This is an optimization exercise on Yosys and OpenROAD, whose aim is small area, not a production implementation.
Function was checked by simulation only, so behaviour that the tests miss may differ from the original.
No driver is modelled on the clock port, so clocking that relies on it looks cheaper here than on a real chip.
Power is estimated from default activity; no workload was simulated.

build 56:
## timer_top
module timer_top (
	input wire sys_clk,
	input wire sys_rst_n,
	input wire tim_pwrite,
	input wire tim_psel,
	input wire tim_penable,
	input wire [11:0] tim_paddr,
	input wire [31:0] tim_pwdata,
	input wire [3:0] tim_pstrb,
	input wire dbg_mode,
	output reg [31:0] tim_prdata,
	output wire tim_pready,
	output wire tim_pslverr,
	output wire tim_int
);
==> module register, before the edit <==
module register (
	input wire we_n,
	input wire wdata,
	input wire q,
	output wire nxt
);
assign nxt = we_n ? q : ~wdata;
endmodule
==> module timer_top, before the edit <==
module timer_top (
	input wire sys_clk,
	input wire sys_rst_n,
	input wire tim_pwrite,
	input wire tim_psel,
	input wire tim_penable,
	input wire [11:0] tim_paddr,
	input wire [31:0] tim_pwdata,
	input wire [3:0] tim_pstrb,
	input wire dbg_mode,
	output reg [31:0] tim_prdata,
	output wire tim_pready,
	output wire tim_pslverr,
	output wire tim_int
);
wire addr_ok = ~(|tim_paddr[11:5]) & ~(|tim_paddr[1:0]);
wire [2:0] ra = tim_paddr[4:2];
wire wr = tim_psel & tim_penable & tim_pwrite & addr_ok;
assign tim_pready = 1'b1;
assign tim_pslverr = ~addr_ok;
wire we_tcr   = wr & (ra == 3'd0);
wire we_tdr0  = wr & (ra == 3'd1);
wire we_tdr1  = wr & (ra == 3'd2);
wire we_tcmp0 = wr & (ra == 3'd3);
wire we_tcmp1 = wr & (ra == 3'd4);
wire we_tier  = wr & (ra == 3'd5);
wire we_tisr  = wr & (ra == 3'd6);
wire we_thcsr = wr & (ra == 3'd7);
reg        timer_en, div_en, int_en, int_st, halt_req;
reg  [3:0] div_val;
reg  [7:0] pcnt;
reg [63:0] cnt;              
reg        cnt_clr;          
reg [63:0] ncmp;             
reg        cdef0, cdef1;     
wire [7:0] pmask;
genvar i;
generate
	for (i = 0; i < 8; i = i + 1) begin : g_mask
		assign pmask[i] = (div_val > i);
	end
endgenerate
wire dv0 = (div_val == 4'd0);
wire phit = (pcnt == pmask);
wire cnt_en = timer_en & (~div_en | dv0 | phit);
wire prun = timer_en & div_en & ~dv0 & ~phit;
wire [8:0] pc;
assign pc[0] = 1'b1;
generate
	for (i = 0; i < 8; i = i + 1) begin : g_pinc
		assign pc[i+1] = pc[i] & pcnt[i];
	end
endgenerate
wire [7:0] pcnt_nxt = {8{prun}} & (pcnt ^ pc[7:0]);
wire [3:0] gall;             
wire [4:0] gpre;             
wire [63:0] cc;
assign gpre[0] = 1'b1;
generate
	for (i = 0; i < 4; i = i + 1) begin : g_grp
		assign gall[i] = &cnt[16*i+15:16*i];
		assign gpre[i+1] = gpre[i] & gall[i];
	end
	for (i = 0; i < 64; i = i + 1) begin : g_cinc
		if (i % 16 == 0) begin : g_first
			assign cc[i] = cnt_en & gpre[i/16];
		end else begin : g_next
			assign cc[i] = cc[i-1] & cnt[i-1];
		end
	end
endgenerate
wire [63:0] cinc = cnt ^ cc[63:0];
wire [63:0] cnxt;
wire we_tdr0_n = ~we_tdr0 & ~cnt_clr;
wire we_tdr1_n = ~we_tdr1 & ~cnt_clr;
generate
	for (i = 0; i < 32; i = i + 1) begin : g_csel
		counter u_lo (.we(we_tdr0), .we_n(we_tdr0_n), .wdata(tim_pwdata[i]), .inc(cinc[i]),    .nxt(cnxt[i]));
		counter u_hi (.we(we_tdr1), .we_n(we_tdr1_n), .wdata(tim_pwdata[i]), .inc(cinc[i+32]), .nxt(cnxt[i+32]));
	end
endgenerate
wire match_lo = cdef0 ? (gall[0] & gall[1]) : &(cnt[31:0] ^ ncmp[31:0]);
wire match_hi = cdef1 ? (gall[2] & gall[3]) : &(cnt[63:32] ^ ncmp[63:32]);
wire match = ~cnt_clr & match_lo & match_hi;
always @(posedge sys_clk or negedge sys_rst_n) begin
	if (!sys_rst_n) begin
		timer_en <= 1'b0;
		div_en   <= 1'b0;
		div_val  <= 4'd1;
		int_en   <= 1'b0;
		int_st   <= 1'b0;
		halt_req <= 1'b0;
		cnt_clr  <= 1'b1;
		cdef0    <= 1'b1;
		cdef1    <= 1'b1;
	end else begin
		if (we_tcr) begin
			timer_en <= tim_pwdata[0];
			div_en   <= tim_pwdata[1];
			if (tim_pwdata[11:8] < 4'd9)
				div_val <= tim_pwdata[11:8];
		end
		if (we_tier)  int_en   <= tim_pwdata[0];
		if (we_thcsr) halt_req <= tim_pwdata[0];
		int_st <= int_st ? ~(we_tisr & tim_pwdata[0]) : match;
		cnt_clr <= 1'b0;
		if (we_tcmp0) cdef0 <= 1'b0;
		if (we_tcmp1) cdef1 <= 1'b0;
	end
end
wire [63:0] ncmp_nxt;
wire we_tcmp0_n = ~we_tcmp0;
wire we_tcmp1_n = ~we_tcmp1;
generate
	for (i = 0; i < 32; i = i + 1) begin : g_cmp
		register u_lo (.we_n(we_tcmp0_n), .wdata(tim_pwdata[i]), .q(ncmp[i]),    .nxt(ncmp_nxt[i]));
		register u_hi (.we_n(we_tcmp1_n), .wdata(tim_pwdata[i]), .q(ncmp[i+32]), .nxt(ncmp_nxt[i+32]));
	end
endgenerate
always @(posedge sys_clk) begin
	ncmp <= ncmp_nxt;
	cnt  <= cnxt;
end
always @(posedge sys_clk) begin
	pcnt <= pcnt_nxt;
end
assign tim_int = int_st & int_en;
wire rs_tcr = (ra == 3'd0), rs_tdr0 = (ra == 3'd1), rs_tdr1 = (ra == 3'd2),
     rs_cmp0 = (ra == 3'd3), rs_cmp1 = (ra == 3'd4), rs_tier = (ra == 3'd5),
     rs_tisr = (ra == 3'd6), rs_thcsr = (ra == 3'd7);
wire rs_cmp0_n = ~rs_cmp0, rs_cmp1_n = ~rs_cmp1;
wire rs_tdr0_v = rs_tdr0 & ~cnt_clr, rs_tdr1_v = rs_tdr1 & ~cnt_clr;
wire rs_def = (rs_cmp0 & cdef0) | (rs_cmp1 & cdef1);
wire [31:0] rd_cc;           
generate
	for (i = 0; i < 32; i = i + 1) begin : g_rd
		apb_slave u_rd (.s1(rs_tdr0_v), .s2(rs_tdr1_v), .ns3(rs_cmp0_n), .ns4(rs_cmp1_n), .sf(rs_def),
		                .c0(cnt[i]), .c1(cnt[i+32]), .n0(ncmp[i]), .n1(ncmp[i+32]), .rd(rd_cc[i]));
	end
endgenerate
always @* begin
	tim_prdata = rd_cc;
	tim_prdata[0] = rd_cc[0] | (rs_tcr & timer_en) | (rs_tier & int_en) | (rs_tisr & int_st) | (rs_thcsr & halt_req);
	tim_prdata[1] = rd_cc[1] | (rs_tcr & div_en) | (rs_thcsr & dbg_mode & halt_req);
	tim_prdata[11:8] = rd_cc[11:8] | ({4{rs_tcr}} & div_val);
end
endmodule
==> flow/config.mk <==
export PLATFORM = sky130hd
export DESIGN_NAME = timer_top
export DESIGN_NICKNAME = timer_top
export VERILOG_FILES = /design/flow/design.v
export SDC_FILE = /design/flow/constraint.sdc
export NUM_CORES = 4
export LEC_CHECK = 0
export CAP_MARGIN = 20
export CORE_MARGIN = 2
export CORE_UTILIZATION = 76
export PLACE_DENSITY = 0.84
export SLEW_MARGIN = 20
export SYNTH_HIERARCHICAL = 1
==> flow/constraint.sdc <==
create_clock -name core_clock -period 5.5 [get_ports {sys_clk}]
set_input_delay 1.1000 -clock core_clock [delete_from_list [all_inputs] [get_ports {sys_clk}]]
set_output_delay 1.1000 -clock core_clock [all_outputs]
set_load 0.01 [all_outputs]
standard.sh (not shown) runs the stock make flow with config.mk's settings and CLKGATE_MAP_FILE= SYNTH_SCRIPT=/design/flow/synth_recipe.tcl, a recipe that flattens the netlist after the stock synthesis.
==> flow/flow/run.sh <==
#!/bin/bash
# The standard layout (standard.sh, unchanged synthesis) with:
#  - port buffers of the smallest buffer cell instead of the default pick
#  - clock tree without dummy load cells, built from small clock buffers;
#    after CTS, leaf buffers whose flip-flop clock pins see a slow edge are
#    upsized (flow/post_cts.tcl)
#  - after floorplan, combinational cells are sized down to the smallest of
#    their family (flow/post_floorplan.tcl); later repair upsizes as needed
set -o pipefail
export BUFFER_PORTS_ARGS="-buffer_cell sky130_fd_sc_hd__buf_1"
export CTS_ARGS="-sink_clustering_enable -repair_clock_nets -dont_use_dummy_load -buf_list sky130_fd_sc_hd__clkbuf_4"
export POST_CTS_TCL="$(pwd)/flow/post_cts.tcl"
export POST_FLOORPLAN_TCL="$(pwd)/flow/post_floorplan.tcl"
bash standard.sh finish > standard.log 2>&1
==> flow/flow/post_cts.tcl <==
# Upsize clock-tree leaf buffers whose flip-flop clock pins see a slow edge.
estimate_parasitics -placement
foreach inst [get_cells clkbuf_*] {
  set worst 0.0
  foreach pin [get_pins -of_objects $inst -filter "direction==output"] {
    foreach load [get_pins -of_objects [get_nets -of_objects $pin] -filter "direction==input"] {
      set s [get_property $load slew_max]
      if {$s > $worst} { set worst $s }
    }
  }
  if {$worst > 0.10} {
    puts "POST_CTS upsizing [get_name $inst] (clock slew $worst)"
    replace_cell $inst sky130_fd_sc_hd__clkbuf_8
  }
}
estimate_parasitics -placement
detailed_placement
check_placement -verbose
report_design_area
==> flow/flow/post_floorplan.tcl <==
# Size every combinational cell down to the smallest cell of its family;
# the placement and CTS repair steps that follow upsize what timing needs.
set ndown 0
foreach inst [get_cells *] {
  set ref [get_property $inst ref_name]
  if {![regexp {^(sky130_fd_sc_hd__[a-z0-9]+)_([0-9]+)$} $ref -> fam drv]} continue
  if {[regexp {__(df|sdf|edf|dl|sdl|clk|conb|tap|fill|decap|buf|probe|lpflow|ebuf|einv)} $fam]} continue
  set best $ref; set barea [get_property [get_lib_cells */$ref] area]
  foreach lc [get_lib_cells */${fam}_*] {
    set n [get_name $lc]
    if {![regexp "^${fam}_\[0-9\]+\$" $n]} continue
    if {[get_property $lc dont_use]} continue
    set a [get_property $lc area]
    if {$a < $barea} { set best $n; set barea $a }
  }
  if {$best != $ref} { replace_cell $inst $best; incr ndown }
}
puts "DOWNSIZE resized $ndown cells"
report_design_area
#### Input delta (trial 27 over build 56)
--- a/flow/design.v
+++ b/flow/design.v
@@ -15,13 +15,14 @@
 assign rd = ~((ns3 | n0) & (ns4 | n1) & cnt_n);
 endmodule
 module register (
 	input wire we_n,
+	input wire hold,
 	input wire wdata,
 	input wire q,
 	output wire nxt
 );
-assign nxt = we_n ? q : ~wdata;
+assign nxt = ~((wdata | we_n) & ~(hold & q));
 endmodule
 module counter_control (
 	input wire s1,
 	input wire s2,
@@ -74,9 +75,8 @@
 reg  [7:0] pcnt;
 reg [63:0] cnt;              
 reg        cnt_clr;          
 reg [63:0] ncmp;             
-reg        cdef0, cdef1;     
 wire [7:0] pmask;
 genvar i;
 generate
 	for (i = 0; i < 8; i = i + 1) begin : g_mask
@@ -121,11 +121,9 @@
 		counter u_lo (.we(we_tdr0), .we_n(we_tdr0_n), .wdata(tim_pwdata[i]), .inc(cinc[i]),    .nxt(cnxt[i]));
 		counter u_hi (.we(we_tdr1), .we_n(we_tdr1_n), .wdata(tim_pwdata[i]), .inc(cinc[i+32]), .nxt(cnxt[i+32]));
 	end
 endgenerate
-wire match_lo = cdef0 ? (gall[0] & gall[1]) : &(cnt[31:0] ^ ncmp[31:0]);
-wire match_hi = cdef1 ? (gall[2] & gall[3]) : &(cnt[63:32] ^ ncmp[63:32]);
-wire match = ~cnt_clr & match_lo & match_hi;
+wire match = ~cnt_clr & (&(cnt ^ ncmp));
 always @(posedge sys_clk or negedge sys_rst_n) begin
 	if (!sys_rst_n) begin
 		timer_en <= 1'b0;
 		div_en   <= 1'b0;
@@ -133,10 +131,8 @@
 		int_en   <= 1'b0;
 		int_st   <= 1'b0;
 		halt_req <= 1'b0;
 		cnt_clr  <= 1'b1;
-		cdef0    <= 1'b1;
-		cdef1    <= 1'b1;
 	end else begin
 		if (we_tcr) begin
 			timer_en <= tim_pwdata[0];
 			div_en   <= tim_pwdata[1];
@@ -146,19 +142,19 @@
 		if (we_tier)  int_en   <= tim_pwdata[0];
 		if (we_thcsr) halt_req <= tim_pwdata[0];
 		int_st <= int_st ? ~(we_tisr & tim_pwdata[0]) : match;
 		cnt_clr <= 1'b0;
-		if (we_tcmp0) cdef0 <= 1'b0;
-		if (we_tcmp1) cdef1 <= 1'b0;
 	end
 end
 wire [63:0] ncmp_nxt;
 wire we_tcmp0_n = ~we_tcmp0;
 wire we_tcmp1_n = ~we_tcmp1;
+wire hold_tcmp0 = ~we_tcmp0 & ~cnt_clr;
+wire hold_tcmp1 = ~we_tcmp1 & ~cnt_clr;
 generate
 	for (i = 0; i < 32; i = i + 1) begin : g_cmp
-		register u_lo (.we_n(we_tcmp0_n), .wdata(tim_pwdata[i]), .q(ncmp[i]),    .nxt(ncmp_nxt[i]));
-		register u_hi (.we_n(we_tcmp1_n), .wdata(tim_pwdata[i]), .q(ncmp[i+32]), .nxt(ncmp_nxt[i+32]));
+		register u_lo (.we_n(we_tcmp0_n), .hold(hold_tcmp0), .wdata(tim_pwdata[i]), .q(ncmp[i]),    .nxt(ncmp_nxt[i]));
+		register u_hi (.we_n(we_tcmp1_n), .hold(hold_tcmp1), .wdata(tim_pwdata[i]), .q(ncmp[i+32]), .nxt(ncmp_nxt[i+32]));
 	end
 endgenerate
 always @(posedge sys_clk) begin
 	ncmp <= ncmp_nxt;
@@ -172,9 +168,9 @@
      rs_cmp0 = (ra == 3'd3), rs_cmp1 = (ra == 3'd4), rs_tier = (ra == 3'd5),
      rs_tisr = (ra == 3'd6), rs_thcsr = (ra == 3'd7);
 wire rs_cmp0_n = ~rs_cmp0, rs_cmp1_n = ~rs_cmp1;
 wire rs_tdr0_v = rs_tdr0 & ~cnt_clr, rs_tdr1_v = rs_tdr1 & ~cnt_clr;
-wire rs_def = (rs_cmp0 & cdef0) | (rs_cmp1 & cdef1);
+wire rs_def = (rs_cmp0 | rs_cmp1) & cnt_clr;
 wire [31:0] rd_cc;           
 generate
 	for (i = 0; i < 32; i = i + 1) begin : g_rd
 		apb_slave u_rd (.s1(rs_tdr0_v), .s2(rs_tdr1_v), .ns3(rs_cmp0_n), .ns4(rs_cmp1_n), .sf(rs_def),
==> comparison <==
Between build 56 and trial 27, first-iteration DRC count increased.
Going from build 56 to trial 27, mean cell area of the mapped netlist now larger; total net switching power shows an increase of 0.000014 W; area growth from synthesis to layout fell by 3.7 points; global-route usage lost 0.25 points; flip-flop and latch count -about 1.4%.
Trial 27 -> build 56: total power flat
Compared with build 56, total placed cells including tap cells in trial 27 decreased by a little under 10%.
The aggregate routed wire length in trial 27 sits 2.0% above the value recorded for build 56.
Taking build 56 as the reference, in trial 27 number of failing hold endpoints at the final stage essentially unchanged; minimum period implied by the final worst setup slack shrank by 0.18 ns; switching share of total power went up by 0.87 points.

==> static timing again, ports no longer ideal <==
Ports are ideal in the flow. The routed layouts listed here were re-timed in OpenROAD.
Step 1 sets driving cells, clkbuf_16 on the clock port and buf_2 on the other inputs (assumed; they add their load-dependent delay and slew).
Step 2 adds t to the input delays and takes it off the output delays; t is the mean of the earliest and latest rising clock arrival at the registers after step 1. Input paths then give back, and output paths get back, about the clock's delay inside the block.
Slacks: ideal / step 1 / step 2; pairs: ideal / step 1.
| run | t, ns | setup WS [ns] | hold slack, ns | worst data-port slew with drivers (ns) | cell pins on the clock port's net |
|---|---|---|---|---|---|
| build 56 | 0.466 | 0.429 / 0.429 / 0.429 | 0.480 / 0.480 / 0.480 | 0.03 | 1 |
| trial 27 | 0.468 | 0.608 / 0.608 / 0.608 | 0.488 / 0.488 / 0.488 | 0.04 | 1 |
After both steps setup and hold are still met in every run listed.
